Background: an optimization exercise with open tools, aiming at small area. Do not read the settings as production practice.
In this exercise RTL edits were held to simulation tests only and were not proved equivalent to the original.
No activity file was given, so power comes from the tool's default toggle rates.

==> flow/design.v <==
module colors(sw, Rout, Gout, Bout);
  input[7:0] sw;
  output[3:0] Rout, Gout, Bout;
  reg[3:0] R, G, B;
  reg colorsIndex;
  assign {Rout, Gout, Bout} = {R, G, B};
  always@(*) begin 
    case(sw)
      1: begin {R, G, B} <= 12'h000; end
      2: begin {R, G, B} <= 12'hF0F; end
      4: begin {R, G, B} <= 12'h040; end
      8: begin {R, G, B} <= 12'h00F; end
      16: begin {R, G, B} <= 12'hF00; end
      32: begin {R, G, B} <= 12'hF60; end
      64: begin {R, G, B} <= 12'hFF0; end
      128: begin {R, G, B} <= 12'hFFF; end
      default: begin {R, G, B} <= 12'h000; end
    endcase
  end
endmodule
module vga_ctlr(pxlClk25Mhz, rst, Rin, Gin, Bin, R, G, B, hSync, vSync, x, y);
  input pxlClk25Mhz;
  input rst;
  input[3:0] Rin, Gin, Bin;
  output reg[3:0] R, G, B;
  output reg hSync, vSync;
  output[9:0] x, y;
  wire[3:0] RInternal, GInternal, BInternal; 
  reg[9:0] hSyncCtr;
  reg[9:0] vSyncCtr;  
  assign x = hSyncCtr;
  assign y = vSyncCtr;
  always@(posedge pxlClk25Mhz) begin
    if(rst) begin
      hSyncCtr <= 0;
      vSyncCtr <= 0;
      hSync <= 1;
      vSync <= 1;
      {R, G, B} <= {4'h0, 4'h0, 4'h0};
    end else begin
    hSyncCtr <= (hSyncCtr == 799)? 0: hSyncCtr + 1;
    hSync <= (hSyncCtr < 659 - 1)
              || (hSyncCtr >= 755);
    if(hSyncCtr == 799) begin 
      vSyncCtr <= (vSyncCtr == 524)? 0: vSyncCtr + 1;
    end
    vSync <= !(vSyncCtr == 493 - 1);
    {R, G, B} <= (((hSyncCtr < 639)
                || (hSyncCtr == 799))  
                && ((vSyncCtr < 479)
                ||(hSyncCtr == 524)))? {Rin, Gin, Bin}
                : {4'h0, 4'h0, 4'h0};      
    end
  end
endmodule
module snake_ctlr(start, pause, resume, stop, u, d, l, r, sw, x, y, clk, rst, tick, Rout, Gout, Bout);
  input start, pause, resume, stop, u, d, l, r, clk, rst, tick;
  input[7:0] sw;
  input[9:0] x, y;
  output[3:0] Rout, Gout, Bout;
  integer i;
  wire[7:0] pxl_color;
  reg[9:0] snakeX[0:20 - 1];
  reg[9:0] snakeY[0:20 - 1];
  reg[0:20 - 1] drawSnake;
  localparam[2:0] snakeSize = 5;
  reg[1:0] gameState;
  reg paused;
  reg gameOverState;
  reg stopped;
  reg[7:0] dir;
  reg[0:20 - 1] gameOver;
  reg[1:0] frameCtr;
  always@(posedge clk) begin
   if(rst) begin
    frameCtr <= 0;
    gameState <= 0;
    paused <= 0;
    gameOverState <= 0;
    stopped <= 1;
    dir <= 8'h74;
    for(i = 20 - 1; i >= 0; i = i - 1) begin 
      if(i < snakeSize) begin
          snakeX[(snakeSize - 1) - i] <= i * 10;
          snakeY[(snakeSize - 1) - i] <= 0;
      end
    end
   end else if(tick) begin
    frameCtr <= (frameCtr == 3)? 0: frameCtr + 1;
    case(gameState)
      0: begin
        if(paused) begin 
          if(resume) begin 
            paused <= 0;
            gameState <= 1;
          end
        end else if(gameOverState) begin 
            if(start) begin 
              gameOverState <= 0;  
            end
        end else if(stopped) begin
            if(start) begin 
                stopped <= 0;
            end
        end else begin
            dir <= 8'h74;
            for(i = 20 - 1; i >= 0; i = i - 1) begin 
              if(i < snakeSize) begin
                  snakeX[(snakeSize - 1) - i] <= i * 10;
                  snakeY[(snakeSize - 1) - i] <= 0;
              end
            end
            gameState <= 1;
        end    
      end
      1: begin
        if(start) begin 
            gameState <= 0;
        end else if(stop) begin 
          stopped <= 1;
          gameState <= 0;
        end else if(pause) begin 
          paused <= 1;
          gameState <= 0;
        end else if(|gameOver) begin
          gameOverState <= 1;
          gameState <= 0;
        end else begin
          if(u && (dir != 8'h72)) begin
            dir <= 8'h75;
          end if(r && (dir != 8'h6B)) begin 
            dir <= 8'h74;
          end if(l && (dir != 8'h74)) begin 
            dir <= 8'h6B;
          end if(d && (dir != 8'h75)) begin
            dir <= 8'h72;
          end
          if(frameCtr == 0) begin
              if(dir == 8'h75) begin 
                  snakeY[0] <= snakeY[0]
                                                  - 10;
                end if(dir == 8'h74) begin 
                  snakeX[0] <= snakeX[0]
                                                  + 10;
                end if(dir == 8'h6B) begin 
                  snakeX[0] <= snakeX[0]
                                                  - 10;
                end if(dir == 8'h72) begin 
                  snakeY[0] <= snakeY[0]
                                                  + 10;
                end
              for(i = 1; i < 20; i = i + 1) begin 
                if(i < snakeSize) begin
                    snakeX[i] <= snakeX[i - 1];
                    snakeY[i] <= snakeY[i - 1];
                end
              end
          end
        end
      end
    endcase
   end
  end
  always@(*) begin 
    drawSnake = 0;
    if(!stopped && (x < 640)
       && (y < 480)) begin
      for(i = 0; i < 20; i = i + 1) begin 
        if(i < snakeSize) begin
          drawSnake[i] = ((x < (snakeX[i] + 10)
                                 && x > snakeX[i]) &&
                                 (y < (snakeY[i] + 10)
                                 && y > snakeY[i]));
        end                           
      end 
    end
  end
  assign pxl_color = (|drawSnake)? 16: sw;
  colors vga_color(pxl_color, Rout, Gout, Bout);
  always@(*) begin 
    gameOver = ((snakeX[0] > 640)
                 || (snakeY[0] > 480));
    for(i = 1; i < 20; i = i + 1) begin 
      if(i < snakeSize) begin
        gameOver[i] = ((snakeX[0] < (snakeX[i] + 10)
                     && snakeX[0] > snakeX[i]) &&
                     (snakeY[0] < (snakeY[i] + 10)
                     && snakeY[0] > snakeY[i]));
      end
    end 
  end
endmodule
module snake_top(clk, rst, tick, start, pause, resume, stop, up, down, left, right,
                 sw, vgaRed, vgaGreen, vgaBlue, Hsync, Vsync);
  input clk, rst, tick;
  input start, pause, resume, stop, up, down, left, right;
  input[7:0] sw;
  output[3:0] vgaRed, vgaGreen, vgaBlue;
  output Hsync, Vsync;
  wire[9:0] x, y;
  wire[3:0] R, G, B;
  vga_ctlr top_vga_ctlr(clk, rst, R, G, B, vgaRed, vgaGreen, vgaBlue, Hsync, Vsync, x, y);
  snake_ctlr top_snake_ctlr(start, pause, resume, stop, up, down, left, right,
                            sw, x, y, clk, rst, tick, R, G, B);
endmodule
==> flow/run.sh <==
#!/bin/bash
# synth_recipe.tcl (not shown) runs the flow's synth.tcl, then flattens the netlist and writes it again
# the make line also repeats each setting of config.mk as NAME=value (left out here)
make -C /OpenROAD-flow-scripts/flow DESIGN_CONFIG=/design/flow/config.mk WORK_HOME=/design/flow/orfs CLKGATE_MAP_FILE= SYNTH_SCRIPT=/design/flow/synth_recipe.tcl finish
==> flow/config.mk <==
export PLATFORM = sky130hd
export DESIGN_NAME = snake_top
export DESIGN_NICKNAME = snake_top
export VERILOG_FILES = /design/flow/design.v
export SDC_FILE = /design/flow/constraint.sdc
export NUM_CORES = 4
export LEC_CHECK = 0
export CAP_MARGIN = 20
export CORE_MARGIN = 2
export CORE_UTILIZATION = 40
export SLEW_MARGIN = 20
==> flow/constraint.sdc <==
create_clock -name core_clock -period 5.0 [get_ports {clk}]
set_input_delay 1.0000 -clock core_clock [delete_from_list [all_inputs] [get_ports {clk}]]
set_output_delay 1.0000 -clock core_clock [all_outputs]
set_load 0.01 [all_outputs]
==> notes.md <==
==> report_power, final <==
group	switching, uW	total, uW	internal (uW)	leakage [uW]
logic	132	196	63.9	0.00534
clock network	515	1220	701	0.000267
registers	17.9	1040	1030	0.00103
total	665	2460	1790	0.00664
==> layer usage <==
metal | up-vias | part of all wire, % | global-route usage [%]
li1 | 7021 | - | -
met1 | 7016 | 45 | 37.28
met2 | 611 | 44 | 42.77
met3 | 90 | 7.4 | 4.234
met4 | 2 | 3.3 | 9.174
met5 | - | 0.021 | 0
==> Yosys cell counts (18+ instances only) <==
library cell | number | area (um2)
o2111ai_1 | 18 | 157.7
nand3_1 | 108 | 540.5
ha_1 | 264 | 3303
a211oi_1 | 27 | 202.7
a21oi_1 | 76 | 380.4
o221ai_1 | 70 | 613.1
a21o_1 | 59 | 442.9
nor2b_1 | 19 | 118.9
o21ai_0 | 89 | 445.4
o211ai_1 | 22 | 165.2
nor4_1 | 21 | 131.4
nand2_1 | 149 | 559.3
nor2_1 | 117 | 439.2
nand2b_1 | 24 | 150.1
xor2_1 | 19 | 166.4
clkbuf_1 | 75 | 281.5
a31oi_1 | 24 | 150.1
nand4_1 | 49 | 306.5
dfxtp_1 | 128 | 2562
inv_1 | 119 | 446.7
xnor2_1 | 67 | 586.8
nor3_1 | 47 | 235.2
==> worst paths after layout <==
path	slack [ns]	startpoint	end	cells after the start
setup reg to reg	0.65	top_snake_ctlr.snakeX[2][1]$_SDFFE_PP0P_	top_snake_ctlr.snakeY[2][1]$_SDFFE_PP0P_	14
hold reg to reg	0.49	top_snake_ctlr.stopped$_SDFFE_PP1P_	top_snake_ctlr.stopped$_SDFFE_PP1P_	2
hold / removal	0.49	top_snake_ctlr.stopped$_SDFFE_PP1P_	top_snake_ctlr.stopped$_SDFFE_PP1P_	2
setup / recovery	0.65	top_snake_ctlr.snakeX[2][1]$_SDFFE_PP0P_	top_snake_ctlr.snakeY[2][1]$_SDFFE_PP0P_	14
==> per-stage QoR <==
stage               utilization [%]  setup WS, ns
global placement              43.09        0.7986
floorplan                         -         1.648
detailed placement            43.09        0.7436
global route                  44.62        0.3419
finish                        44.62        0.6511
CTS                           44.62        0.7394
==> critical path: cells and delay by family, from the launching register on <==
family | cells | cell delay (ns)
fa+ha+maj | 2 | 0.59
buf+inv | 1 | 0.29
flops | 1 | 0.45
simple gates | 5 | 1.80
xor+xnor | 1 | 0.13
compound gates | 5 | 0.94
==> sequential cells by signal (all words and copies together), names as in the netlist, 2 cells and up <==
| name | flops |
|---|---|
| top_vga_ctlr.G | 3 |
| top_snake_ctlr.snakeY | 45 |
| top_vga_ctlr.vSyncCtr | 10 |
| top_snake_ctlr.dir | 5 |
| top_snake_ctlr.snakeX | 45 |
| top_vga_ctlr.hSyncCtr | 10 |
| top_snake_ctlr.frameCtr | 2 |
==> cell type report <==
class / instances / share of cell area (%)
Multi-Input combinational cell: 1502 / 69.52
Sequential cell: 128 / 16.11
Timing Repair Buffer: 80 / 4.357
Tap cell: 461 / 3.625
Inverter: 125 / 2.949
Clock buffer: 20 / 2.870
Clock inverter: 11 / 0.5741
==> cell families after synthesis <==
kind of cell / count (synthesis) / synth area share (%)
buffers and inverters: 226 / 6.149
flip-flops: 128 / 17.69
AND/OR/NAND/NOR: 608 / 20.93
AO/OA/AOI/OAI: 528 / 26.12
adder cells (fa/ha/maj): 270 / 23.21
multiplexers: 10 / 0.6996
XOR/XNOR: 86 / 5.199
==> metrics.cfg <==
[route]
route.detailed.drc = 0
vias = 14740
avgRoutedWirePerCell_um = 22.22
drtPass1Iterations = 6
routed_via_density = 6.334
drt_iter0_markers = 1426
ant_nets = 0
wl_um = 51710

[power_and_ir_drop]
p_total_uw = 2456
power_density_mw_per_mm2 = 154.3
p_leak_uw = 0.006642
ir_worst_vdd_mv = 0.2273

[sta]
fin_setup_tns_ns = 0
setup_violations = 0
fin_crit_sh_pct = 86.98
max_freq_mhz = 229.9
fin_skew_ns = 0.009677
hold_ws_ns = 0.4873
worst_slew_pin_slew_ns = 1.287
rsz0062_at_grt = no
finalCriticalPeriod_ns = 4.349
report.final.hold_viol_count = 0
slew_viol_final = 0
relSlewSlack_pct = 13.42

[outcome]
status = complete, no violations

[layout]
regArea_mm2 = 0.002562
multi_input_area_mm2 = 0.01106
num_antenna_cells = 0
mostFrequentLayoutCell = ha_1
final_nets = 2137
synthToLayoutAreaGrowth_pct = 9.820
fillCellCount = 3594
drive_above_1_share_pct = 5.841
fin_area_mm2 = 0.01591
final_cell_mix = ha_1, nand2_1, dfxtp_1
fin_cells = 2327

[logic_synthesis]
yosys_warnings = 5
syn_area_mm2 = 0.01449
synth.distinct_cells = 84
ys_seq_area_share_pct = 17.69
synth-seq-cells = 128
synthCells = 1856
syn_area_per_cell_um2 = 7.806
async_reset_ff_share_pct = 0
ys.flop_type = dfxtp_1
synth_edf_count = 0
synth_nets = 2139

[placed_design]
io_buffers = 32
dpl.cell_count = 2296
dpl_cell_area_mm2 = 0.01536
gp_congestion = 0.9566
dp_hpwl_um = 39220

[clocking]
numCtsBuffers = 17
cts_sinks = 128
cts_setup_buffers = 0
cts_max_path_buffers = 2
cts_hold_buf = 0
insertion_delay_ns = 0.44
cts_resized = 0
clk_pin_slew_ns = 0.06
cts_tree = done
cts_root_buf = clkbuf_16
cts_max_level = 4

[global_route]
grt_pass1_wl_um = 80470
grt_max_degree = 76
grt_pass1_vias = 13880
grt_use_total_pct = 27.01
gr-total-overflow = 0
grt_antenna_before_repair = 2

[setup_path]
path_common_cell = ha_1
critical_path_class = register to register
cp-end-kind = register
start_kind = register
cpMaxStageDelayCell = nor2_4
critical_path_arrival_ns = 4.64
worstPathRequired_ns = 5.29
crit_fanout = 35
path_cells = ha_1 -> o2111ai_1 -> nor3_1 -> xnor2_1 -> ha_1 -> o21a_1 -> o22ai_1 -> a221o_1 -> or2_1 -> nand4b_1 -> nand3_2 -> nor2_4 -> buf_12 -> o221ai_1
max_stage_delay_ns = 0.78

[floorplan]
die-width_um = 194.3
io_pins = 33
fp-row-count = 69
die_y_um = 194.3
core_mm2 = 0.03566
die_area_mm2 = 0.03776
start_util_pct = 40.63

[flow_run]
drv_cap = 0

[hold_path]
hp-class = register to register

-- afterwards: timing with drivers on the ports --
Ports are ideal in the flow. The routed layout listed here was re-timed in OpenROAD. Step 1 (the two cells are an assumption about what drives the block):
set clk [get_ports {clk}]
set_driving_cell -lib_cell sky130_fd_sc_hd__clkbuf_16 $clk
set_driving_cell -lib_cell sky130_fd_sc_hd__buf_2 [delete_from_list [all_inputs] $clk]
Step 2 adds t to the input delays and takes it off the output delays; t is the mean of the earliest and latest rising clock arrival at the registers after step 1. Input paths then give back, and output paths get back, about the clock's delay inside the block. Three values: ideal ports, drivers, drivers and shift; two values: the first two.
t, ns: 0.489
slack for setup (ns): 0.651 / 0.651 / 0.651
hold slack, ns: 0.487 / 0.487 / 0.487
worst slew at a driven data input, ns: 0.04
After both steps setup and hold are still met in this run. The setup slack of this run moves by 0.000 ns with the drivers and by 0.000 ns with both steps.
